This design comes from an exercise in tuning for small area and a short achievable clock period on the open sky130 flow, not from production work.
No functional check of the RTL was part of any run shown here.

==> flow/design.v, too long to show whole: its modules and the start of the top module <==
// module pe: 487 lines
// module pe_cpa: 170 lines
// module pe_bsel: 3 lines
// module pe_fa: 4 lines
// module pe_ha: 4 lines
module pe (
    input wire clk,
    input wire rst,
    input wire [15:0] act,
    input wire [15:0] wgt,
    input wire store,
    input wire reuse,
    input wire [3:0] addr,
    input wire update_out,
    output reg [31:0] out
);
  // ...
==> flow/flow/run.sh <==
#!/bin/bash
# Layout flow. Synthesis is the standard synthesis, unchanged. After the floorplan,
# every combinational cell is set to its smallest drive strength (downsize.tcl); the rest
# is the standard layout, with the ports buffered by buf_2 cells and timing repair
# aiming at 6 ns of setup slack, so that it upsizes only the cells the timing needs.
# After the global-route repair, recover.tcl sets cells back to smaller drive strengths
# where that does not lower the worst setup slack (recover_hook.tcl).
# Each step's full output goes to its own log file in this folder.
set -euo pipefail
here=$(pwd)
bash standard.sh synth > synth.log 2>&1
bash standard.sh floorplan > floorplan.log 2>&1
odb=$(ls $here/orfs/results/*/pe/base/2_floorplan.odb)
DS_ODB=$odb openroad -no_init -exit flow/downsize.tcl > downsize.log 2>&1
bash standard.sh 'BUFFER_PORTS_ARGS=-buffer_cell sky130_fd_sc_hd__buf_2' SETUP_SLACK_MARGIN=6 POST_GLOBAL_ROUTE_TCL=$here/flow/recover_hook.tcl finish > layout.log 2>&1
==> flow/flow/downsize.tcl <==
# Set every combinational standard cell to the smallest drive strength of the same
# function; timing repair later in the flow upsizes the cells that need it.
# Flip-flops, tap cells and port buffers are left alone.
set odb_file $::env(DS_ODB)
read_db $odb_file
set db [ord::get_db]
set block [ord::get_db_block]
set skip {dfxtp dfxbp dfrtp dfrbp dfstp dfsbp edfxtp sdfxtp tapvpwrvgnd conb clkbuf clkinv}
set n 0
foreach inst [$block getInsts] {
  set m [$inst getMaster]
  set name [$m getName]
  if {![regexp {^sky130_fd_sc_hd__(\w+)_(\d+)$} $name -> base drive]} { continue }
  if {[lsearch -exact $skip $base] >= 0} { continue }
  set best ""
  set best_area [expr {[$m getWidth] * [$m getHeight]}]
  foreach d {0 1 2} {
    if {$d >= $drive} { break }
    set cand [$db findMaster "sky130_fd_sc_hd__${base}_$d"]
    if {$cand eq "NULL" || $cand eq ""} { continue }
    set a [expr {[$cand getWidth] * [$cand getHeight]}]
    if {$a < $best_area} { set best $cand; set best_area $a }
  }
  if {$best ne ""} {
    $inst swapMaster $best
    incr n
  }
}
puts "downsized $n instances"
write_db $odb_file
==> flow/flow/recover.tcl <==
# Area recovery after timing repair: try each combinational cell at a smaller drive
# strength, least critical first, and keep the change only if the worst setup slack does
# not drop (by more than 5 ps in all) and the max-slew and max-capacitance checks keep a
# 20% margin (or what they had).
# est is the estimate_parasitics mode in use at this point of the flow.
proc pe_recover_est {est} {
  estimate_parasitics $est
}
proc pe_recover_area {est} {
  set db [ord::get_db]
  set block [ord::get_db_block]
  pe_recover_est $est
  set wns0 [sta::worst_slack_cmd max]
  set floor [expr {$wns0 - 0.005e-9}]
  set slew0 [sta::max_slew_violation_count]
  set cap0 [sta::max_capacitance_violation_count]
  set slewlim [expr {min(0.2, [sta::max_slew_check_slack_limit])}]
  set caplim [expr {min(0.2, [sta::max_capacitance_check_slack_limit])}]
  set cands {}
  foreach inst [$block getInsts] {
    set name [[$inst getMaster] getName]
    if {![regexp {^sky130_fd_sc_hd__(\w+)_(\d+)$} $name -> base drive]} { continue }
    if {[regexp {^(dfxtp|dfxbp|dfrtp|dfrbp|dfstp|dfsbp|edfxtp|sdfxtp|tapvpwrvgnd|conb|clkbuf|clkinv|clkdlybuf4s50|decap|fill)} $base]} { continue }
    if {$drive <= 1} { continue }
    set pin_slack 1.0
    foreach it [$inst getITerms] {
      if {[$it isOutputSignal]} {
        set p [get_pins -quiet [$inst getName]/[[$it getMTerm] getName]]
        if {$p ne ""} { set pin_slack [get_property $p slack_max] }
      }
    }
    lappend cands [list $pin_slack $inst $base $drive]
  }
  set cands [lsort -real -decreasing -index 0 $cands]
  set n 0
  foreach c $cands {
    lassign $c s inst base drive
    set orig [[$inst getMaster] getName]
    foreach d {0 1 2 4 6 8} {
      if {$d >= $drive} { break }
      set m [$db findMaster "sky130_fd_sc_hd__${base}_$d"]
      if {$m eq "NULL" || $m eq ""} { continue }
      replace_cell [$inst getName] "sky130_fd_sc_hd__${base}_$d"
      pe_recover_est $est
      if {[sta::worst_slack_cmd max] >= $floor && [sta::max_slew_violation_count] <= $slew0
          && [sta::max_capacitance_violation_count] <= $cap0
          && [sta::max_slew_check_slack_limit] >= $slewlim
          && [sta::max_capacitance_check_slack_limit] >= $caplim} {
        incr n
        break
      }
      replace_cell [$inst getName] $orig
      pe_recover_est $est
    }
  }
  puts "area recovery: downsized $n of [llength $cands] cells, worst slack [sta::worst_slack_cmd max] (was $wns0)"
}
==> flow/flow/recover_hook.tcl <==
# POST_GLOBAL_ROUTE hook: area recovery (recover.tcl) after the global-route timing
# repair, with the nets of resized cells routed again incrementally.
source [file join [file dirname [info script]] recover.tcl]
global_route -start_incremental
pe_recover_area -global_routing
global_route -end_incremental
estimate_parasitics -global_routing
report_worst_slack -max -digits 3
write_guides $::env(RESULTS_DIR)/route.guide
==> flow/standard.sh <==
#!/bin/bash
# synth_recipe.tcl (not shown) runs the flow's synth.tcl, then flattens the netlist and writes it again
# the make line also repeats each setting of config.mk as NAME=value (left out here)
make -C /OpenROAD-flow-scripts/flow DESIGN_CONFIG=/design/flow/config.mk WORK_HOME=/design/flow/orfs CLKGATE_MAP_FILE= SYNTH_SCRIPT=/design/flow/synth_recipe.tcl "${@:-finish}"
==> flow/config.mk <==
export PLATFORM = sky130hd
export DESIGN_NAME = pe
export DESIGN_NICKNAME = pe
export VERILOG_FILES = /design/flow/design.v
export SDC_FILE = /design/flow/constraint.sdc
export NUM_CORES = 4
export LEC_CHECK = 0
export CAP_MARGIN = 20
export CORE_MARGIN = 2
export CORE_UTILIZATION = 60
export PLACE_DENSITY = 0.75
export SETUP_SLACK_MARGIN = 5
export SLEW_MARGIN = 20
export SYNTH_HIERARCHICAL = 1
==> flow/constraint.sdc <==
create_clock -name core_clock -period 11.0 [get_ports {clk}]
set_input_delay 2.2000 -clock core_clock [delete_from_list [all_inputs] [get_ports {clk}]]
set_output_delay 2.2000 -clock core_clock [all_outputs]
set_load 0.01 [all_outputs]
==> flow_summary_export.csv, run 1 <==
group,metric,value,unit
detailed_routing,drt-met1-wl,17.29,mm
synthesis,synth_top_area_share,24.40,%
synthesis,synthMuxAreaShare,3.292,%
final_layout,post-route-cell-area,16720,um^2
clock_tree,path_clk_slew,0.08,ns
critical_path,crit_arrival,5.63,ns
critical_path,cp-endpoint,"bm_r[15]$_SDFF_PP0_",
critical_path,ff2ff_path_depth,13,
global_routing,grt_max_degree,49,
critical_path,cp_cell_sequence,"buf_2 > a22oi_1 > xnor2_1 > fa_1 > fa_1 > fa_1 > ha_1 > a21oi_1 > a21boi_0 > o21ai_2 > o311ai_4 > o31ai_1 > a41oi_1",
detailed_routing,drt-initial-drc-count,1722,
final_layout,drive_gt1_share,12.97,%
synthesis,synth_adder_area_share,28.11,%
floorplanning,start_util,61.40,%
global_routing,grtUsageTotal,33.06,%
global_routing,grt_util_met3,5.249,%
global_routing,grt_pass1_wl,67.42,mm
critical_path,crit_path_max_incr_delay,0.69,ns
global_routing,met2_usage,52.07,%
placed_design,place_congestion,0.9235,
outcome,status,"timing/DRC/antenna clean",
final_layout,fill_cells,1944,
floorplanning,io_pins,73,
hold_path,min_path_cells,2,
detailed_routing,route.met2.wl,20.73,mm
critical_path,critPathSlowestCell,"a21boi_0",
floorplanning,core-area,25250,um^2
synthesis,syn_nets,1553,
timing,holdWs,0.4741,ns
global_routing,grt-ovfl-total,0,
placed_design,port_buffers,72,
run,drv_cap,0,
synthesis,syn_area,15510,um^2
critical_path,r2r-start,"two[3]$_DFF_P_",
final_layout,final_cell_mix,"xnor2_1, a22oi_1, fa_1, buf_1, dfxtp_1",
floorplanning,chipWidth,164.8,um
critical_path,crit_cells,13,
==> inputs of run 2 (changes only) <==
--- a/flow/design.v
+++ b/flow/design.v
@@ -10,25 +10,24 @@
     input wire [3:0] addr,
     input wire update_out,
     output reg [31:0] out
 );
     reg [31:0] accg;              
     reg [31:0] bm_r;              
     reg [7:0] one, two, neg;      
     reg [15:0] r1, r2, r3;        
-    reg [3:1] rv;                 
     reg start;
     wire [31:0] acc_next;
     wire a0 = addr == 4'd0;
     wire a1 = addr == 4'd1;
     wire a2 = addr == 4'd2;
     wire a3 = addr == 4'd3;
-    wire [15:0] bm = ({16{~reuse}} & wgt) | ({16{reuse & a1 & rv[1]}} & r1)
-                   | ({16{reuse & a2 & rv[2]}} & r2) | ({16{reuse & a3 & rv[3]}} & r3);
+    wire [15:0] bm = ({16{~reuse}} & wgt) | ({16{reuse & a1}} & r1)
+                   | ({16{reuse & a2}} & r2) | ({16{reuse & a3}} & r3);
     wire [31:0] bsel = rst ? 32'd0 : (reuse & a0) ? acc_next : {16'd0, bm};
     wire keep = ~rst & ~start;
     wire [17:0] ax = {1'b0, act, 1'b0};
     wire [7:0] one_d, two_d;
     genvar g;
     generate for (g = 0; g < 8; g = g + 1) begin : enc
         assign one_d[g] = ax[2*g+1] ^ ax[2*g];
         assign two_d[g] = (ax[2*g+2] & ~ax[2*g+1] & ~ax[2*g]) | (~ax[2*g+2] & ax[2*g+1] & ax[2*g]);
@@ -459,174 +458,217 @@
     wire fs182, fc182;
     pe_fa u197 (.a(fs122), .b(fc151), .c(fs152), .s(fs182), .co(fc182));
     wire fs183, fc183;
     pe_fa u198 (.a(fs124), .b(fc152), .c(fs153), .s(fs183), .co(fc183));
     wire fs184, fc184;
     pe_fa u199 (.a(fs126), .b(fc153), .c(fs154), .s(fs184), .co(fc184));
     wire [31:0] row_a = {fc183, fc182, fc181, fc180, fc179, fc178, fc177, fc176, fc175, fc174, fc173, fc172, fc171, fc170, fc169, fc168, fc167, fc166, fc165, fc164, fc163, fc162, fc161, fc160, fc159, fc158, fc157, fc156, fc155, hc16, hc15, hs15};
     wire [31:0] row_b = {fs184, fs183, fs182, fs181, fs180, fs179, fs178, fs177, fs176, fs175, fs174, fs173, fs172, fs171, fs170, fs169, fs168, fs167, fs166, fs165, fs164, fs163, fs162, fs161, fs160, fs159, fs158, fs157, fs156, fs155, hs16, pp0[0]};
-    pe_cpa cpa (.a(row_a), .b(row_b), .s(acc_next));
-    always @(posedge clk) begin
-        bm_r <= bsel;
-        one <= one_d;
-        two <= two_d;
-        neg <= {8{~rst}} & {act[15], act[13], act[11], act[9], act[7], act[5], act[3], act[1]};
-        accg <= {32{keep}} & acc_next;
-        if (store && a1) r1 <= wgt;    
-        if (store && a2) r2 <= wgt;
-        if (store && a3) r3 <= wgt;
-        if (rst) begin
-            rv <= 3'b000;
-            out <= 32'd0;
-            start <= 1'b0;
-        end else begin
-            if (store && a1) rv[1] <= 1'b1;
-            if (store && a2) rv[2] <= 1'b1;
-            if (store && a3) rv[3] <= 1'b1;
-            if (update_out) out <= acc_next;
-            start <= update_out;
-        end
-    end
-endmodule
-module pe_cpa (input wire [31:0] a, input wire [31:0] b, output wire [31:0] s);
-    wire [31:0] cg0 = a & b;
-    wire [31:0] cp0 = a ^ b;
+    wire [31:0] cg0, cp0;
+    generate for (g = 0; g < 32; g = g + 1) begin : cpg
+        pe_and2 ag (.a(row_a[g]), .b(row_b[g]), .y(cg0[g]));
+        pe_xor2 xp (.a(row_a[g]), .b(row_b[g]), .y(cp0[g]));
+    end endgenerate
     wire [31:0] cg1, cp1;
     assign cg1[0] = cg0[0]; assign cp1[0] = cp0[0];
-    assign cg1[1] = cg0[1] | (cp0[1] & cg0[0]); assign cp1[1] = cp0[1] & cp0[0];
+    pe_gc c0_1 (.g1(cg0[1]), .p1(cp0[1]), .g0(cg0[0]), .g(cg1[1]));
+    pe_and2 a0_1 (.a(cp0[1]), .b(cp0[0]), .y(cp1[1]));
     assign cg1[2] = cg0[2]; assign cp1[2] = cp0[2];
-    assign cg1[3] = cg0[3] | (cp0[3] & cg0[2]); assign cp1[3] = cp0[3] & cp0[2];
+    pe_gc c0_3 (.g1(cg0[3]), .p1(cp0[3]), .g0(cg0[2]), .g(cg1[3]));
+    pe_and2 a0_3 (.a(cp0[3]), .b(cp0[2]), .y(cp1[3]));
     assign cg1[4] = cg0[4]; assign cp1[4] = cp0[4];
-    assign cg1[5] = cg0[5] | (cp0[5] & cg0[4]); assign cp1[5] = cp0[5] & cp0[4];
+    pe_gc c0_5 (.g1(cg0[5]), .p1(cp0[5]), .g0(cg0[4]), .g(cg1[5]));
+    pe_and2 a0_5 (.a(cp0[5]), .b(cp0[4]), .y(cp1[5]));
     assign cg1[6] = cg0[6]; assign cp1[6] = cp0[6];
-    assign cg1[7] = cg0[7] | (cp0[7] & cg0[6]); assign cp1[7] = cp0[7] & cp0[6];
+    pe_gc c0_7 (.g1(cg0[7]), .p1(cp0[7]), .g0(cg0[6]), .g(cg1[7]));
+    pe_and2 a0_7 (.a(cp0[7]), .b(cp0[6]), .y(cp1[7]));
     assign cg1[8] = cg0[8]; assign cp1[8] = cp0[8];
-    assign cg1[9] = cg0[9] | (cp0[9] & cg0[8]); assign cp1[9] = cp0[9] & cp0[8];
+    pe_gc c0_9 (.g1(cg0[9]), .p1(cp0[9]), .g0(cg0[8]), .g(cg1[9]));
+    pe_and2 a0_9 (.a(cp0[9]), .b(cp0[8]), .y(cp1[9]));
     assign cg1[10] = cg0[10]; assign cp1[10] = cp0[10];
-    assign cg1[11] = cg0[11] | (cp0[11] & cg0[10]); assign cp1[11] = cp0[11] & cp0[10];
+    pe_gc c0_11 (.g1(cg0[11]), .p1(cp0[11]), .g0(cg0[10]), .g(cg1[11]));
+    pe_and2 a0_11 (.a(cp0[11]), .b(cp0[10]), .y(cp1[11]));
     assign cg1[12] = cg0[12]; assign cp1[12] = cp0[12];
-    assign cg1[13] = cg0[13] | (cp0[13] & cg0[12]); assign cp1[13] = cp0[13] & cp0[12];
+    pe_gc c0_13 (.g1(cg0[13]), .p1(cp0[13]), .g0(cg0[12]), .g(cg1[13]));
+    pe_and2 a0_13 (.a(cp0[13]), .b(cp0[12]), .y(cp1[13]));
     assign cg1[14] = cg0[14]; assign cp1[14] = cp0[14];
-    assign cg1[15] = cg0[15] | (cp0[15] & cg0[14]); assign cp1[15] = cp0[15] & cp0[14];
+    pe_gc c0_15 (.g1(cg0[15]), .p1(cp0[15]), .g0(cg0[14]), .g(cg1[15]));
+    pe_and2 a0_15 (.a(cp0[15]), .b(cp0[14]), .y(cp1[15]));
     assign cg1[16] = cg0[16]; assign cp1[16] = cp0[16];
-    assign cg1[17] = cg0[17] | (cp0[17] & cg0[16]); assign cp1[17] = cp0[17] & cp0[16];
+    pe_gc c0_17 (.g1(cg0[17]), .p1(cp0[17]), .g0(cg0[16]), .g(cg1[17]));
+    pe_and2 a0_17 (.a(cp0[17]), .b(cp0[16]), .y(cp1[17]));
     assign cg1[18] = cg0[18]; assign cp1[18] = cp0[18];
-    assign cg1[19] = cg0[19] | (cp0[19] & cg0[18]); assign cp1[19] = cp0[19] & cp0[18];
+    pe_gc c0_19 (.g1(cg0[19]), .p1(cp0[19]), .g0(cg0[18]), .g(cg1[19]));
+    pe_and2 a0_19 (.a(cp0[19]), .b(cp0[18]), .y(cp1[19]));
     assign cg1[20] = cg0[20]; assign cp1[20] = cp0[20];
-    assign cg1[21] = cg0[21] | (cp0[21] & cg0[20]); assign cp1[21] = cp0[21] & cp0[20];
+    pe_gc c0_21 (.g1(cg0[21]), .p1(cp0[21]), .g0(cg0[20]), .g(cg1[21]));
+    pe_and2 a0_21 (.a(cp0[21]), .b(cp0[20]), .y(cp1[21]));
     assign cg1[22] = cg0[22]; assign cp1[22] = cp0[22];
-    assign cg1[23] = cg0[23] | (cp0[23] & cg0[22]); assign cp1[23] = cp0[23] & cp0[22];
+    pe_gc c0_23 (.g1(cg0[23]), .p1(cp0[23]), .g0(cg0[22]), .g(cg1[23]));
+    pe_and2 a0_23 (.a(cp0[23]), .b(cp0[22]), .y(cp1[23]));
     assign cg1[24] = cg0[24]; assign cp1[24] = cp0[24];
-    assign cg1[25] = cg0[25] | (cp0[25] & cg0[24]); assign cp1[25] = cp0[25] & cp0[24];
+    pe_gc c0_25 (.g1(cg0[25]), .p1(cp0[25]), .g0(cg0[24]), .g(cg1[25]));
+    pe_and2 a0_25 (.a(cp0[25]), .b(cp0[24]), .y(cp1[25]));
     assign cg1[26] = cg0[26]; assign cp1[26] = cp0[26];
-    assign cg1[27] = cg0[27] | (cp0[27] & cg0[26]); assign cp1[27] = cp0[27] & cp0[26];
+    pe_gc c0_27 (.g1(cg0[27]), .p1(cp0[27]), .g0(cg0[26]), .g(cg1[27]));
+    pe_and2 a0_27 (.a(cp0[27]), .b(cp0[26]), .y(cp1[27]));
     assign cg1[28] = cg0[28]; assign cp1[28] = cp0[28];
-    assign cg1[29] = cg0[29] | (cp0[29] & cg0[28]); assign cp1[29] = cp0[29] & cp0[28];
+    pe_gc c0_29 (.g1(cg0[29]), .p1(cp0[29]), .g0(cg0[28]), .g(cg1[29]));
+    pe_and2 a0_29 (.a(cp0[29]), .b(cp0[28]), .y(cp1[29]));
     assign cg1[30] = cg0[30]; assign cp1[30] = cp0[30];
-    assign cg1[31] = cg0[31] | (cp0[31] & cg0[30]); assign cp1[31] = cp0[31] & cp0[30];
+    pe_gc c0_31 (.g1(cg0[31]), .p1(cp0[31]), .g0(cg0[30]), .g(cg1[31]));
+    pe_and2 a0_31 (.a(cp0[31]), .b(cp0[30]), .y(cp1[31]));
     wire [31:0] cg2, cp2;
     assign cg2[0] = cg1[0]; assign cp2[0] = cp1[0];
     assign cg2[1] = cg1[1]; assign cp2[1] = cp1[1];
-    assign cg2[2] = cg1[2] | (cp1[2] & cg1[1]); assign cp2[2] = cp1[2] & cp1[1];
-    assign cg2[3] = cg1[3] | (cp1[3] & cg1[1]); assign cp2[3] = cp1[3] & cp1[1];
+    pe_gc c1_2 (.g1(cg1[2]), .p1(cp1[2]), .g0(cg1[1]), .g(cg2[2]));
+    pe_and2 a1_2 (.a(cp1[2]), .b(cp1[1]), .y(cp2[2]));
+    pe_gc c1_3 (.g1(cg1[3]), .p1(cp1[3]), .g0(cg1[1]), .g(cg2[3]));
+    pe_and2 a1_3 (.a(cp1[3]), .b(cp1[1]), .y(cp2[3]));
     assign cg2[4] = cg1[4]; assign cp2[4] = cp1[4];
     assign cg2[5] = cg1[5]; assign cp2[5] = cp1[5];
-    assign cg2[6] = cg1[6] | (cp1[6] & cg1[5]); assign cp2[6] = cp1[6] & cp1[5];
-    assign cg2[7] = cg1[7] | (cp1[7] & cg1[5]); assign cp2[7] = cp1[7] & cp1[5];
+    pe_gc c1_6 (.g1(cg1[6]), .p1(cp1[6]), .g0(cg1[5]), .g(cg2[6]));
+    pe_and2 a1_6 (.a(cp1[6]), .b(cp1[5]), .y(cp2[6]));
+    pe_gc c1_7 (.g1(cg1[7]), .p1(cp1[7]), .g0(cg1[5]), .g(cg2[7]));
+    pe_and2 a1_7 (.a(cp1[7]), .b(cp1[5]), .y(cp2[7]));
     assign cg2[8] = cg1[8]; assign cp2[8] = cp1[8];
     assign cg2[9] = cg1[9]; assign cp2[9] = cp1[9];
-    assign cg2[10] = cg1[10] | (cp1[10] & cg1[9]); assign cp2[10] = cp1[10] & cp1[9];
-    assign cg2[11] = cg1[11] | (cp1[11] & cg1[9]); assign cp2[11] = cp1[11] & cp1[9];
+    pe_gc c1_10 (.g1(cg1[10]), .p1(cp1[10]), .g0(cg1[9]), .g(cg2[10]));
+    pe_and2 a1_10 (.a(cp1[10]), .b(cp1[9]), .y(cp2[10]));
+    pe_gc c1_11 (.g1(cg1[11]), .p1(cp1[11]), .g0(cg1[9]), .g(cg2[11]));
+    pe_and2 a1_11 (.a(cp1[11]), .b(cp1[9]), .y(cp2[11]));
     assign cg2[12] = cg1[12]; assign cp2[12] = cp1[12];
     assign cg2[13] = cg1[13]; assign cp2[13] = cp1[13];
-    assign cg2[14] = cg1[14] | (cp1[14] & cg1[13]); assign cp2[14] = cp1[14] & cp1[13];
-    assign cg2[15] = cg1[15] | (cp1[15] & cg1[13]); assign cp2[15] = cp1[15] & cp1[13];
+    pe_gc c1_14 (.g1(cg1[14]), .p1(cp1[14]), .g0(cg1[13]), .g(cg2[14]));
+    pe_and2 a1_14 (.a(cp1[14]), .b(cp1[13]), .y(cp2[14]));
+    pe_gc c1_15 (.g1(cg1[15]), .p1(cp1[15]), .g0(cg1[13]), .g(cg2[15]));
+    pe_and2 a1_15 (.a(cp1[15]), .b(cp1[13]), .y(cp2[15]));
     assign cg2[16] = cg1[16]; assign cp2[16] = cp1[16];
     assign cg2[17] = cg1[17]; assign cp2[17] = cp1[17];
-    assign cg2[18] = cg1[18] | (cp1[18] & cg1[17]); assign cp2[18] = cp1[18] & cp1[17];
-    assign cg2[19] = cg1[19] | (cp1[19] & cg1[17]); assign cp2[19] = cp1[19] & cp1[17];
+    pe_gc c1_18 (.g1(cg1[18]), .p1(cp1[18]), .g0(cg1[17]), .g(cg2[18]));
+    pe_and2 a1_18 (.a(cp1[18]), .b(cp1[17]), .y(cp2[18]));
+    pe_gc c1_19 (.g1(cg1[19]), .p1(cp1[19]), .g0(cg1[17]), .g(cg2[19]));
+    pe_and2 a1_19 (.a(cp1[19]), .b(cp1[17]), .y(cp2[19]));
     assign cg2[20] = cg1[20]; assign cp2[20] = cp1[20];
     assign cg2[21] = cg1[21]; assign cp2[21] = cp1[21];
-    assign cg2[22] = cg1[22] | (cp1[22] & cg1[21]); assign cp2[22] = cp1[22] & cp1[21];
-    assign cg2[23] = cg1[23] | (cp1[23] & cg1[21]); assign cp2[23] = cp1[23] & cp1[21];
+    pe_gc c1_22 (.g1(cg1[22]), .p1(cp1[22]), .g0(cg1[21]), .g(cg2[22]));
+    pe_and2 a1_22 (.a(cp1[22]), .b(cp1[21]), .y(cp2[22]));
+    pe_gc c1_23 (.g1(cg1[23]), .p1(cp1[23]), .g0(cg1[21]), .g(cg2[23]));
+    pe_and2 a1_23 (.a(cp1[23]), .b(cp1[21]), .y(cp2[23]));
     assign cg2[24] = cg1[24]; assign cp2[24] = cp1[24];
     assign cg2[25] = cg1[25]; assign cp2[25] = cp1[25];
-    assign cg2[26] = cg1[26] | (cp1[26] & cg1[25]); assign cp2[26] = cp1[26] & cp1[25];
-    assign cg2[27] = cg1[27] | (cp1[27] & cg1[25]); assign cp2[27] = cp1[27] & cp1[25];
+    pe_gc c1_26 (.g1(cg1[26]), .p1(cp1[26]), .g0(cg1[25]), .g(cg2[26]));
+    pe_and2 a1_26 (.a(cp1[26]), .b(cp1[25]), .y(cp2[26]));
+    pe_gc c1_27 (.g1(cg1[27]), .p1(cp1[27]), .g0(cg1[25]), .g(cg2[27]));
+    pe_and2 a1_27 (.a(cp1[27]), .b(cp1[25]), .y(cp2[27]));
     assign cg2[28] = cg1[28]; assign cp2[28] = cp1[28];
     assign cg2[29] = cg1[29]; assign cp2[29] = cp1[29];
-    assign cg2[30] = cg1[30] | (cp1[30] & cg1[29]); assign cp2[30] = cp1[30] & cp1[29];
-    assign cg2[31] = cg1[31] | (cp1[31] & cg1[29]); assign cp2[31] = cp1[31] & cp1[29];
+    pe_gc c1_30 (.g1(cg1[30]), .p1(cp1[30]), .g0(cg1[29]), .g(cg2[30]));
+    pe_and2 a1_30 (.a(cp1[30]), .b(cp1[29]), .y(cp2[30]));
+    pe_gc c1_31 (.g1(cg1[31]), .p1(cp1[31]), .g0(cg1[29]), .g(cg2[31]));
+    pe_and2 a1_31 (.a(cp1[31]), .b(cp1[29]), .y(cp2[31]));
     wire [31:0] cg3, cp3;
     assign cg3[0] = cg2[0]; assign cp3[0] = cp2[0];
     assign cg3[1] = cg2[1]; assign cp3[1] = cp2[1];
     assign cg3[2] = cg2[2]; assign cp3[2] = cp2[2];
     assign cg3[3] = cg2[3]; assign cp3[3] = cp2[3];
-    assign cg3[4] = cg2[4] | (cp2[4] & cg2[3]); assign cp3[4] = cp2[4] & cp2[3];
-    assign cg3[5] = cg2[5] | (cp2[5] & cg2[3]); assign cp3[5] = cp2[5] & cp2[3];
-    assign cg3[6] = cg2[6] | (cp2[6] & cg2[3]); assign cp3[6] = cp2[6] & cp2[3];
-    assign cg3[7] = cg2[7] | (cp2[7] & cg2[3]); assign cp3[7] = cp2[7] & cp2[3];
+    pe_gc c2_4 (.g1(cg2[4]), .p1(cp2[4]), .g0(cg2[3]), .g(cg3[4]));
+    pe_and2 a2_4 (.a(cp2[4]), .b(cp2[3]), .y(cp3[4]));
+    pe_gc c2_5 (.g1(cg2[5]), .p1(cp2[5]), .g0(cg2[3]), .g(cg3[5]));
+    pe_and2 a2_5 (.a(cp2[5]), .b(cp2[3]), .y(cp3[5]));
+    pe_gc c2_6 (.g1(cg2[6]), .p1(cp2[6]), .g0(cg2[3]), .g(cg3[6]));
+    pe_and2 a2_6 (.a(cp2[6]), .b(cp2[3]), .y(cp3[6]));
+    pe_gc c2_7 (.g1(cg2[7]), .p1(cp2[7]), .g0(cg2[3]), .g(cg3[7]));
+    pe_and2 a2_7 (.a(cp2[7]), .b(cp2[3]), .y(cp3[7]));
     assign cg3[8] = cg2[8]; assign cp3[8] = cp2[8];
     assign cg3[9] = cg2[9]; assign cp3[9] = cp2[9];
     assign cg3[10] = cg2[10]; assign cp3[10] = cp2[10];
     assign cg3[11] = cg2[11]; assign cp3[11] = cp2[11];
-    assign cg3[12] = cg2[12] | (cp2[12] & cg2[11]); assign cp3[12] = cp2[12] & cp2[11];
-    assign cg3[13] = cg2[13] | (cp2[13] & cg2[11]); assign cp3[13] = cp2[13] & cp2[11];
-    assign cg3[14] = cg2[14] | (cp2[14] & cg2[11]); assign cp3[14] = cp2[14] & cp2[11];
-    assign cg3[15] = cg2[15] | (cp2[15] & cg2[11]); assign cp3[15] = cp2[15] & cp2[11];
+    pe_gc c2_12 (.g1(cg2[12]), .p1(cp2[12]), .g0(cg2[11]), .g(cg3[12]));
+    pe_and2 a2_12 (.a(cp2[12]), .b(cp2[11]), .y(cp3[12]));
+    pe_gc c2_13 (.g1(cg2[13]), .p1(cp2[13]), .g0(cg2[11]), .g(cg3[13]));
+    pe_and2 a2_13 (.a(cp2[13]), .b(cp2[11]), .y(cp3[13]));
+    pe_gc c2_14 (.g1(cg2[14]), .p1(cp2[14]), .g0(cg2[11]), .g(cg3[14]));
+    pe_and2 a2_14 (.a(cp2[14]), .b(cp2[11]), .y(cp3[14]));
+    pe_gc c2_15 (.g1(cg2[15]), .p1(cp2[15]), .g0(cg2[11]), .g(cg3[15]));
+    pe_and2 a2_15 (.a(cp2[15]), .b(cp2[11]), .y(cp3[15]));
     assign cg3[16] = cg2[16]; assign cp3[16] = cp2[16];
     assign cg3[17] = cg2[17]; assign cp3[17] = cp2[17];
     assign cg3[18] = cg2[18]; assign cp3[18] = cp2[18];
     assign cg3[19] = cg2[19]; assign cp3[19] = cp2[19];
-    assign cg3[20] = cg2[20] | (cp2[20] & cg2[19]); assign cp3[20] = cp2[20] & cp2[19];
-    assign cg3[21] = cg2[21] | (cp2[21] & cg2[19]); assign cp3[21] = cp2[21] & cp2[19];
-    assign cg3[22] = cg2[22] | (cp2[22] & cg2[19]); assign cp3[22] = cp2[22] & cp2[19];
-    assign cg3[23] = cg2[23] | (cp2[23] & cg2[19]); assign cp3[23] = cp2[23] & cp2[19];
+    pe_gc c2_20 (.g1(cg2[20]), .p1(cp2[20]), .g0(cg2[19]), .g(cg3[20]));
+    pe_and2 a2_20 (.a(cp2[20]), .b(cp2[19]), .y(cp3[20]));
+    pe_gc c2_21 (.g1(cg2[21]), .p1(cp2[21]), .g0(cg2[19]), .g(cg3[21]));
+    pe_and2 a2_21 (.a(cp2[21]), .b(cp2[19]), .y(cp3[21]));
+    pe_gc c2_22 (.g1(cg2[22]), .p1(cp2[22]), .g0(cg2[19]), .g(cg3[22]));
+    pe_and2 a2_22 (.a(cp2[22]), .b(cp2[19]), .y(cp3[22]));
+    pe_gc c2_23 (.g1(cg2[23]), .p1(cp2[23]), .g0(cg2[19]), .g(cg3[23]));
+    pe_and2 a2_23 (.a(cp2[23]), .b(cp2[19]), .y(cp3[23]));
     assign cg3[24] = cg2[24]; assign cp3[24] = cp2[24];
     assign cg3[25] = cg2[25]; assign cp3[25] = cp2[25];
     assign cg3[26] = cg2[26]; assign cp3[26] = cp2[26];
     assign cg3[27] = cg2[27]; assign cp3[27] = cp2[27];
-    assign cg3[28] = cg2[28] | (cp2[28] & cg2[27]); assign cp3[28] = cp2[28] & cp2[27];
-    assign cg3[29] = cg2[29] | (cp2[29] & cg2[27]); assign cp3[29] = cp2[29] & cp2[27];
-    assign cg3[30] = cg2[30] | (cp2[30] & cg2[27]); assign cp3[30] = cp2[30] & cp2[27];
-    assign cg3[31] = cg2[31] | (cp2[31] & cg2[27]); assign cp3[31] = cp2[31] & cp2[27];
+    pe_gc c2_28 (.g1(cg2[28]), .p1(cp2[28]), .g0(cg2[27]), .g(cg3[28]));
+    pe_and2 a2_28 (.a(cp2[28]), .b(cp2[27]), .y(cp3[28]));
+    pe_gc c2_29 (.g1(cg2[29]), .p1(cp2[29]), .g0(cg2[27]), .g(cg3[29]));
+    pe_and2 a2_29 (.a(cp2[29]), .b(cp2[27]), .y(cp3[29]));
+    pe_gc c2_30 (.g1(cg2[30]), .p1(cp2[30]), .g0(cg2[27]), .g(cg3[30]));
+    pe_and2 a2_30 (.a(cp2[30]), .b(cp2[27]), .y(cp3[30]));
+    pe_gc c2_31 (.g1(cg2[31]), .p1(cp2[31]), .g0(cg2[27]), .g(cg3[31]));
+    pe_and2 a2_31 (.a(cp2[31]), .b(cp2[27]), .y(cp3[31]));
     wire [31:0] cg4, cp4;
     assign cg4[0] = cg3[0]; assign cp4[0] = cp3[0];
     assign cg4[1] = cg3[1]; assign cp4[1] = cp3[1];
     assign cg4[2] = cg3[2]; assign cp4[2] = cp3[2];
     assign cg4[3] = cg3[3]; assign cp4[3] = cp3[3];
     assign cg4[4] = cg3[4]; assign cp4[4] = cp3[4];
     assign cg4[5] = cg3[5]; assign cp4[5] = cp3[5];
     assign cg4[6] = cg3[6]; assign cp4[6] = cp3[6];
     assign cg4[7] = cg3[7]; assign cp4[7] = cp3[7];
-    assign cg4[8] = cg3[8] | (cp3[8] & cg3[7]); assign cp4[8] = cp3[8] & cp3[7];
-    assign cg4[9] = cg3[9] | (cp3[9] & cg3[7]); assign cp4[9] = cp3[9] & cp3[7];
-    assign cg4[10] = cg3[10] | (cp3[10] & cg3[7]); assign cp4[10] = cp3[10] & cp3[7];
-    assign cg4[11] = cg3[11] | (cp3[11] & cg3[7]); assign cp4[11] = cp3[11] & cp3[7];
-    assign cg4[12] = cg3[12] | (cp3[12] & cg3[7]); assign cp4[12] = cp3[12] & cp3[7];
-    assign cg4[13] = cg3[13] | (cp3[13] & cg3[7]); assign cp4[13] = cp3[13] & cp3[7];
-    assign cg4[14] = cg3[14] | (cp3[14] & cg3[7]); assign cp4[14] = cp3[14] & cp3[7];
-    assign cg4[15] = cg3[15] | (cp3[15] & cg3[7]); assign cp4[15] = cp3[15] & cp3[7];
+    pe_gc c3_8 (.g1(cg3[8]), .p1(cp3[8]), .g0(cg3[7]), .g(cg4[8]));
+    pe_and2 a3_8 (.a(cp3[8]), .b(cp3[7]), .y(cp4[8]));
+    pe_gc c3_9 (.g1(cg3[9]), .p1(cp3[9]), .g0(cg3[7]), .g(cg4[9]));
+    pe_and2 a3_9 (.a(cp3[9]), .b(cp3[7]), .y(cp4[9]));
+    pe_gc c3_10 (.g1(cg3[10]), .p1(cp3[10]), .g0(cg3[7]), .g(cg4[10]));
+    pe_and2 a3_10 (.a(cp3[10]), .b(cp3[7]), .y(cp4[10]));
+    pe_gc c3_11 (.g1(cg3[11]), .p1(cp3[11]), .g0(cg3[7]), .g(cg4[11]));
+    pe_and2 a3_11 (.a(cp3[11]), .b(cp3[7]), .y(cp4[11]));
+    pe_gc c3_12 (.g1(cg3[12]), .p1(cp3[12]), .g0(cg3[7]), .g(cg4[12]));
+    pe_and2 a3_12 (.a(cp3[12]), .b(cp3[7]), .y(cp4[12]));
+    pe_gc c3_13 (.g1(cg3[13]), .p1(cp3[13]), .g0(cg3[7]), .g(cg4[13]));
+    pe_and2 a3_13 (.a(cp3[13]), .b(cp3[7]), .y(cp4[13]));
+    pe_gc c3_14 (.g1(cg3[14]), .p1(cp3[14]), .g0(cg3[7]), .g(cg4[14]));
+    pe_and2 a3_14 (.a(cp3[14]), .b(cp3[7]), .y(cp4[14]));
+    pe_gc c3_15 (.g1(cg3[15]), .p1(cp3[15]), .g0(cg3[7]), .g(cg4[15]));
+    pe_and2 a3_15 (.a(cp3[15]), .b(cp3[7]), .y(cp4[15]));
     assign cg4[16] = cg3[16]; assign cp4[16] = cp3[16];
     assign cg4[17] = cg3[17]; assign cp4[17] = cp3[17];
     assign cg4[18] = cg3[18]; assign cp4[18] = cp3[18];
     assign cg4[19] = cg3[19]; assign cp4[19] = cp3[19];
     assign cg4[20] = cg3[20]; assign cp4[20] = cp3[20];
     assign cg4[21] = cg3[21]; assign cp4[21] = cp3[21];
     assign cg4[22] = cg3[22]; assign cp4[22] = cp3[22];
     assign cg4[23] = cg3[23]; assign cp4[23] = cp3[23];
-    assign cg4[24] = cg3[24] | (cp3[24] & cg3[23]); assign cp4[24] = cp3[24] & cp3[23];
-    assign cg4[25] = cg3[25] | (cp3[25] & cg3[23]); assign cp4[25] = cp3[25] & cp3[23];
-    assign cg4[26] = cg3[26] | (cp3[26] & cg3[23]); assign cp4[26] = cp3[26] & cp3[23];
-    assign cg4[27] = cg3[27] | (cp3[27] & cg3[23]); assign cp4[27] = cp3[27] & cp3[23];
-    assign cg4[28] = cg3[28] | (cp3[28] & cg3[23]); assign cp4[28] = cp3[28] & cp3[23];
-    assign cg4[29] = cg3[29] | (cp3[29] & cg3[23]); assign cp4[29] = cp3[29] & cp3[23];
-    assign cg4[30] = cg3[30] | (cp3[30] & cg3[23]); assign cp4[30] = cp3[30] & cp3[23];
-    assign cg4[31] = cg3[31] | (cp3[31] & cg3[23]); assign cp4[31] = cp3[31] & cp3[23];
+    pe_gc c3_24 (.g1(cg3[24]), .p1(cp3[24]), .g0(cg3[23]), .g(cg4[24]));
+    pe_and2 a3_24 (.a(cp3[24]), .b(cp3[23]), .y(cp4[24]));
+    pe_gc c3_25 (.g1(cg3[25]), .p1(cp3[25]), .g0(cg3[23]), .g(cg4[25]));
+    pe_and2 a3_25 (.a(cp3[25]), .b(cp3[23]), .y(cp4[25]));
+    pe_gc c3_26 (.g1(cg3[26]), .p1(cp3[26]), .g0(cg3[23]), .g(cg4[26]));
+    pe_and2 a3_26 (.a(cp3[26]), .b(cp3[23]), .y(cp4[26]));
+    pe_gc c3_27 (.g1(cg3[27]), .p1(cp3[27]), .g0(cg3[23]), .g(cg4[27]));
+    pe_and2 a3_27 (.a(cp3[27]), .b(cp3[23]), .y(cp4[27]));
+    pe_gc c3_28 (.g1(cg3[28]), .p1(cp3[28]), .g0(cg3[23]), .g(cg4[28]));
+    pe_and2 a3_28 (.a(cp3[28]), .b(cp3[23]), .y(cp4[28]));
+    pe_gc c3_29 (.g1(cg3[29]), .p1(cp3[29]), .g0(cg3[23]), .g(cg4[29]));
+    pe_and2 a3_29 (.a(cp3[29]), .b(cp3[23]), .y(cp4[29]));
+    pe_gc c3_30 (.g1(cg3[30]), .p1(cp3[30]), .g0(cg3[23]), .g(cg4[30]));
+    pe_and2 a3_30 (.a(cp3[30]), .b(cp3[23]), .y(cp4[30]));
+    pe_gc c3_31 (.g1(cg3[31]), .p1(cp3[31]), .g0(cg3[23]), .g(cg4[31]));
+    pe_and2 a3_31 (.a(cp3[31]), .b(cp3[23]), .y(cp4[31]));
     wire [31:0] cg5, cp5;
     assign cg5[0] = cg4[0]; assign cp5[0] = cp4[0];
     assign cg5[1] = cg4[1]; assign cp5[1] = cp4[1];
     assign cg5[2] = cg4[2]; assign cp5[2] = cp4[2];
     assign cg5[3] = cg4[3]; assign cp5[3] = cp4[3];
     assign cg5[4] = cg4[4]; assign cp5[4] = cp4[4];
     assign cg5[5] = cg4[5]; assign cp5[5] = cp4[5];
     assign cg5[6] = cg4[6]; assign cp5[6] = cp4[6];
@@ -634,33 +676,81 @@
     assign cg5[8] = cg4[8]; assign cp5[8] = cp4[8];
     assign cg5[9] = cg4[9]; assign cp5[9] = cp4[9];
     assign cg5[10] = cg4[10]; assign cp5[10] = cp4[10];
     assign cg5[11] = cg4[11]; assign cp5[11] = cp4[11];
     assign cg5[12] = cg4[12]; assign cp5[12] = cp4[12];
     assign cg5[13] = cg4[13]; assign cp5[13] = cp4[13];
     assign cg5[14] = cg4[14]; assign cp5[14] = cp4[14];
     assign cg5[15] = cg4[15]; assign cp5[15] = cp4[15];
-    assign cg5[16] = cg4[16] | (cp4[16] & cg4[15]); assign cp5[16] = cp4[16] & cp4[15];
-    assign cg5[17] = cg4[17] | (cp4[17] & cg4[15]); assign cp5[17] = cp4[17] & cp4[15];
-    assign cg5[18] = cg4[18] | (cp4[18] & cg4[15]); assign cp5[18] = cp4[18] & cp4[15];
-    assign cg5[19] = cg4[19] | (cp4[19] & cg4[15]); assign cp5[19] = cp4[19] & cp4[15];
-    assign cg5[20] = cg4[20] | (cp4[20] & cg4[15]); assign cp5[20] = cp4[20] & cp4[15];
-    assign cg5[21] = cg4[21] | (cp4[21] & cg4[15]); assign cp5[21] = cp4[21] & cp4[15];
-    assign cg5[22] = cg4[22] | (cp4[22] & cg4[15]); assign cp5[22] = cp4[22] & cp4[15];
-    assign cg5[23] = cg4[23] | (cp4[23] & cg4[15]); assign cp5[23] = cp4[23] & cp4[15];
-    assign cg5[24] = cg4[24] | (cp4[24] & cg4[15]); assign cp5[24] = cp4[24] & cp4[15];
-    assign cg5[25] = cg4[25] | (cp4[25] & cg4[15]); assign cp5[25] = cp4[25] & cp4[15];
-    assign cg5[26] = cg4[26] | (cp4[26] & cg4[15]); assign cp5[26] = cp4[26] & cp4[15];
-    assign cg5[27] = cg4[27] | (cp4[27] & cg4[15]); assign cp5[27] = cp4[27] & cp4[15];
-    assign cg5[28] = cg4[28] | (cp4[28] & cg4[15]); assign cp5[28] = cp4[28] & cp4[15];
-    assign cg5[29] = cg4[29] | (cp4[29] & cg4[15]); assign cp5[29] = cp4[29] & cp4[15];
-    assign cg5[30] = cg4[30] | (cp4[30] & cg4[15]); assign cp5[30] = cp4[30] & cp4[15];
-    assign cg5[31] = cg4[31] | (cp4[31] & cg4[15]); assign cp5[31] = cp4[31] & cp4[15];
-    assign s = cp0 ^ {cg5[30:0], 1'b0};
+    pe_gc c4_16 (.g1(cg4[16]), .p1(cp4[16]), .g0(cg4[15]), .g(cg5[16]));
+    pe_and2 a4_16 (.a(cp4[16]), .b(cp4[15]), .y(cp5[16]));
+    pe_gc c4_17 (.g1(cg4[17]), .p1(cp4[17]), .g0(cg4[15]), .g(cg5[17]));
+    pe_and2 a4_17 (.a(cp4[17]), .b(cp4[15]), .y(cp5[17]));
+    pe_gc c4_18 (.g1(cg4[18]), .p1(cp4[18]), .g0(cg4[15]), .g(cg5[18]));
+    pe_and2 a4_18 (.a(cp4[18]), .b(cp4[15]), .y(cp5[18]));
+    pe_gc c4_19 (.g1(cg4[19]), .p1(cp4[19]), .g0(cg4[15]), .g(cg5[19]));
+    pe_and2 a4_19 (.a(cp4[19]), .b(cp4[15]), .y(cp5[19]));
+    pe_gc c4_20 (.g1(cg4[20]), .p1(cp4[20]), .g0(cg4[15]), .g(cg5[20]));
+    pe_and2 a4_20 (.a(cp4[20]), .b(cp4[15]), .y(cp5[20]));
+    pe_gc c4_21 (.g1(cg4[21]), .p1(cp4[21]), .g0(cg4[15]), .g(cg5[21]));
+    pe_and2 a4_21 (.a(cp4[21]), .b(cp4[15]), .y(cp5[21]));
+    pe_gc c4_22 (.g1(cg4[22]), .p1(cp4[22]), .g0(cg4[15]), .g(cg5[22]));
+    pe_and2 a4_22 (.a(cp4[22]), .b(cp4[15]), .y(cp5[22]));
+    pe_gc c4_23 (.g1(cg4[23]), .p1(cp4[23]), .g0(cg4[15]), .g(cg5[23]));
+    pe_and2 a4_23 (.a(cp4[23]), .b(cp4[15]), .y(cp5[23]));
+    pe_gc c4_24 (.g1(cg4[24]), .p1(cp4[24]), .g0(cg4[15]), .g(cg5[24]));
+    pe_and2 a4_24 (.a(cp4[24]), .b(cp4[15]), .y(cp5[24]));
+    pe_gc c4_25 (.g1(cg4[25]), .p1(cp4[25]), .g0(cg4[15]), .g(cg5[25]));
+    pe_and2 a4_25 (.a(cp4[25]), .b(cp4[15]), .y(cp5[25]));
+    pe_gc c4_26 (.g1(cg4[26]), .p1(cp4[26]), .g0(cg4[15]), .g(cg5[26]));
+    pe_and2 a4_26 (.a(cp4[26]), .b(cp4[15]), .y(cp5[26]));
+    pe_gc c4_27 (.g1(cg4[27]), .p1(cp4[27]), .g0(cg4[15]), .g(cg5[27]));
+    pe_and2 a4_27 (.a(cp4[27]), .b(cp4[15]), .y(cp5[27]));
+    pe_gc c4_28 (.g1(cg4[28]), .p1(cp4[28]), .g0(cg4[15]), .g(cg5[28]));
+    pe_and2 a4_28 (.a(cp4[28]), .b(cp4[15]), .y(cp5[28]));
+    pe_gc c4_29 (.g1(cg4[29]), .p1(cp4[29]), .g0(cg4[15]), .g(cg5[29]));
+    pe_and2 a4_29 (.a(cp4[29]), .b(cp4[15]), .y(cp5[29]));
+    pe_gc c4_30 (.g1(cg4[30]), .p1(cp4[30]), .g0(cg4[15]), .g(cg5[30]));
+    pe_and2 a4_30 (.a(cp4[30]), .b(cp4[15]), .y(cp5[30]));
+    pe_gc c4_31 (.g1(cg4[31]), .p1(cp4[31]), .g0(cg4[15]), .g(cg5[31]));
+    pe_and2 a4_31 (.a(cp4[31]), .b(cp4[15]), .y(cp5[31]));
+    wire [31:0] cin = {cg5[30:0], 1'b0};
+    generate for (g = 0; g < 32; g = g + 1) begin : csum
+        pe_xor2 x (.a(cp0[g]), .b(cin[g]), .y(acc_next[g]));
+    end endgenerate
+    always @(posedge clk) begin
+        bm_r <= bsel;
+        one <= one_d;
+        two <= two_d;
+        neg <= {8{~rst}} & {act[15], act[13], act[11], act[9], act[7], act[5], act[3], act[1]};
+        accg <= {32{keep}} & acc_next;
+        if (rst) begin
+            r1 <= 16'd0;
+            r2 <= 16'd0;
+            r3 <= 16'd0;
+            out <= 32'd0;
+            start <= 1'b0;
+        end else begin
+            if (store && a1) r1 <= wgt;
+            if (store && a2) r2 <= wgt;
+            if (store && a3) r3 <= wgt;
+            if (update_out) out <= acc_next;
+            start <= update_out;
+        end
+    end
+endmodule
+module pe_gc (input wire g1, input wire p1, input wire g0, output wire g);
+    assign g = g1 | (p1 & g0);
+endmodule
+module pe_and2 (input wire a, input wire b, output wire y);
+    assign y = a & b;
+endmodule
+module pe_xor2 (input wire a, input wire b, output wire y);
+    assign y = a ^ b;
 endmodule
 module pe_bsel (input wire one, input wire two, input wire neg, input wire b1, input wire b0, output wire p);
     assign p = ((one & b1) | (two & b0)) ^ neg;
 endmodule
 module pe_fa (input wire a, input wire b, input wire c, output wire s, output wire co);
     assign s = a ^ b ^ c;
     assign co = (a & b) | (a & c) | (b & c);
 endmodule
==> flow_summary_export.csv, run 2 <==
group,metric,value,unit
timing,relSlewSlack,27.33,%
synthesis,syn_inst,1421,
synthesis,synth.most_common_cell,"xnor2_1",
timing,finClkSkew,0.03171,ns
synthesis,synth_common_cells,"xnor2_1, a22oi_2, fa_1",
synthesis,synth_top_area_share,23.15,%
detailed_routing,drtAntennaViolNets,0,
clock_tree,cts_made_buffers,17,
global_routing,grt_pass1_vias,11840,
final_layout,syn2layout_area_growth,3.987,%
floorplanning,core-area,26060,um^2
synthesis,synth_adder_area_share,24.41,%
detailed_routing,drt-initial-drc-count,1305,
final_layout,top_regs,"accg (32), bm_r (32), out (32)",
synthesis,synthMuxAreaShare,5.159,%
synthesis,synth_warnings,7,
timing,setup_viol,0,
detailed_routing,wl_per_cell,21.65,um
critical_path,r2r-start,"one[0]$_DFF_P_",
global_routing,grt-ovfl-total,0,
placed_design,post-dp-hpwl,27.20,mm
timing,hold_viol_final,0,
global_routing,grt_max_degree,92,
final_layout,final_common_cell,"xnor2_1",
final_layout,fin_nets,1748,
clock_tree,clock_tree.root_cell,"clkbuf_16",
critical_path,cp.required,11.30,ns
synthesis,synth_edf_count,0,
hold_path,min_path_cells,2,
critical_path,ff2ff_path_depth,17,
global_routing,grt_pass1_wl,64.39,mm
final_layout,postLayoutCoreUtil,63.49,%
timing,holdWs,0.4718,ns
synthesis,syn_nets,1662,
synthesis,synth_top_family_by_area,"adder cells",
detailed_routing,vias,11560,
timing,fin_setup_tns,0,ns
timing,max_freq,200.8,MHz
floorplanning,start_util,61.06,%
synthesis,synth-compound-area-share,20.87,%
timing,tightestPinTransition,1.089,ns
synthesis,synth_xor_area_share,14.92,%
floorplanning,chipWidth,166.8,um
critical_path,endpoint_kind,"flip-flop",
synthesis,yosys.area_share.simple,12.03,%
hold_path,hold_end,"r2[9]$_SDFFE_PP0P_",
clock_tree,hold_buffers,0,
hold_path,hp-start,"r2[9]$_SDFFE_PP0P_",
synthesis,yosys.area.top_type,"fa_1",
clock_tree,insertion_delay,0.45,ns
critical_path,crit_type,"reg2reg",
synthesis,yosys-top-cells-area,"fa_1, dfxtp_1, a22oi_2",
floorplanning,die_h,166.8,um
global_routing,antenna_found_initial,0,
synthesis,avgSynthCellArea,11.20,um^2
placed_design,port_buffers,72,
critical_path,worstPathMaxFanout,16,
final_layout,final_cell_mix,"xnor2_1, a22oi_1, fa_1, dfxtp_1, and2_1",
critical_path,r2r_slack,6.02,ns
clock_tree,cts_buffer_depth,2,
detailed_routing,routed_via_density,6.230,
timing,period_share,45.28,%
synthesis,synth_top_flop_cell,"dfxtp_1",
clock_tree,post_cts_resized,41,
synthesis,ys_ff_latch,169,
timing,slew_viol_final,0,
floorplanning,die_area,27840,um^2
synthesis,syn_area,15910,um^2
detailed_routing,wirelength,40.16,mm
outcome,status,"timing/DRC/antenna clean",
synthesis,ys_types,34,
clock_tree,htreeDepth,4,
final_layout,drive_gt1_share,7.961,%
detailed_routing,drc,0,
global_routing,grtUsageTotal,28.88,%
detailed_routing,firstDrtPassIters,8,
critical_path,crit_arrival,5.28,ns
clock_tree,path_clk_slew,0.08,ns
timing,period_needed,4.981,ns
floorplanning,io_pins,73,
clock_tree,cts_tree,"done",
synthesis,ys_seq_area_share,21.26,%
hold_path,hold_path.class,"reg2reg",
final_layout,fill_cells,2124,
critical_path,cp-start-kind,"flip-flop",
placed_design,place_congestion,0.8911,
synthesis,async_flop_share,0,%
critical_path,r2r-end,"out[31]$_SDFFE_PP0P_",
run,drv_cap,0,
clock_tree,clock_sinks,169,
final_layout,diodes,0,
clock_tree,post_cts_buffers,0,
floorplanning,fp-row-count,59,
==> run 2: modules after synthesis (local to each module, per instance) <==
module   flops+latches  cells  area [um^2]
pe_ha                0      1        12.51
pe                 169    622         6344
pe_bsel              0      2        21.27
pe_xor2              0      1        8.758
pe_gc                0      1        7.507
pe_fa                0      1        20.02
pe_and2              0      1        6.256
==> run 2: worst max path at each step <==
stage                         from                    to  slack (ns)  cells after the start
4_1_cts             one[0]$_DFF_P_  out[31]$_SDFFE_PP0P_        6.00                     17
3_5_place_dp   bm_r[16]$_SDFF_PP0_  out[27]$_SDFFE_PP0P_        5.59                     16
2_1_floorplan       one[0]$_DFF_P_  out[26]$_SDFFE_PP0P_        5.55                     16
6_report            one[0]$_DFF_P_  out[31]$_SDFFE_PP0P_        6.02                     17
3_3_place_gp   bm_r[16]$_SDFF_PP0_  out[25]$_SDFFE_PP0P_        5.64                     16
==> run 2: layout make-up <==
type / count / area (um^2) / area share [%]
multi-input cells: 1207 / 11540 / 69.74
inverters: 1 / 3.754 / 0.02269
flip-flops and latches: 169 / 3433 / 20.75
repair buffers: 111 / 573.1 / 3.464
clock buffers: 17 / 425.4 / 2.571
well taps: 335 / 419.2 / 2.533
clock inverters: 15 / 151.4 / 0.9151
==> run 2: metal layers <==
metal	share of wire, %	wire, um	vias up	GRT usage (%)
met5	0	0	-	0
met2	47	19040	628	45.97
li1	-	-	5124	-
met3	8.6	3437	90	4.753
met1	42	16700	5714	40.89
met4	2.5	984	0	8.283
==> run 2: critical path, stage by stage (launching register included) <==
cell and delay (ns):
dfxtp_4 0.35, buf_12 0.15, a22oi_2 0.22, xnor2_1 0.16, fa_1 0.45, fa_1 0.46
fa_1 0.40, fa_1 0.51, fa_1 0.46, xor2_2 0.21, a21o_1 0.20, a21o_4 0.24
a21o_4 0.24, a21o_1 0.16, a21o_1 0.20, xor2_2 0.20, mux2i_1 0.14, nor2_1 0.05
==> run 2: cells by family after synthesis <==
kind of cell	count (synthesis)
AND/OR/NAND/NOR	333
AO/OA/AOI/OAI	322
XOR/XNOR	271
adder cells (fa/ha/maj)	200
flip-flops	169
multiplexers	80
buffers and inverters	45
other	1
==> run 2: metrics by stage <==
| stage | cell area, um^2 | worst slack [ns] | cells |
|---|---|---|---|
| 2_1_floorplan | 15910 | 5.547 | 1421 |
| 4_1_cts | 16530 | 6.002 | 1847 |
| 3_5_place_dp | 15770 | 5.589 | 1815 |
| 6_report | 16540 | 6.019 | 1855 |
| 3_3_place_gp | 15760 | 5.642 | 1814 |

port drivers added, routing unchanged:
How much do the figures lean on ideal ports? The routed layouts below were timed once more, with nothing changed but the port constraints. Step 1 assumes that a clkbuf_16 drives the clock port and a buf_2 every other input. Step 2 adds t to the input delays and takes it off the output delays; t is the mean of the earliest and latest rising clock arrival at the registers after step 1. Input paths then give back, and output paths get back, about the clock's delay inside the block. Three values: no drivers, after step 1, after step 2; two values: the first two.
| run | t, ns | slack for setup (ns) | clock arrival spread, ns |
|---|---|---|---|
| run 1 | 0.484 | 5.661 / 5.661 / 5.661 | 0.025 / 0.025 |
| run 2 | 0.489 | 6.019 / 6.019 / 6.019 | 0.034 / 0.035 |
After both steps every run listed still meets setup and hold.
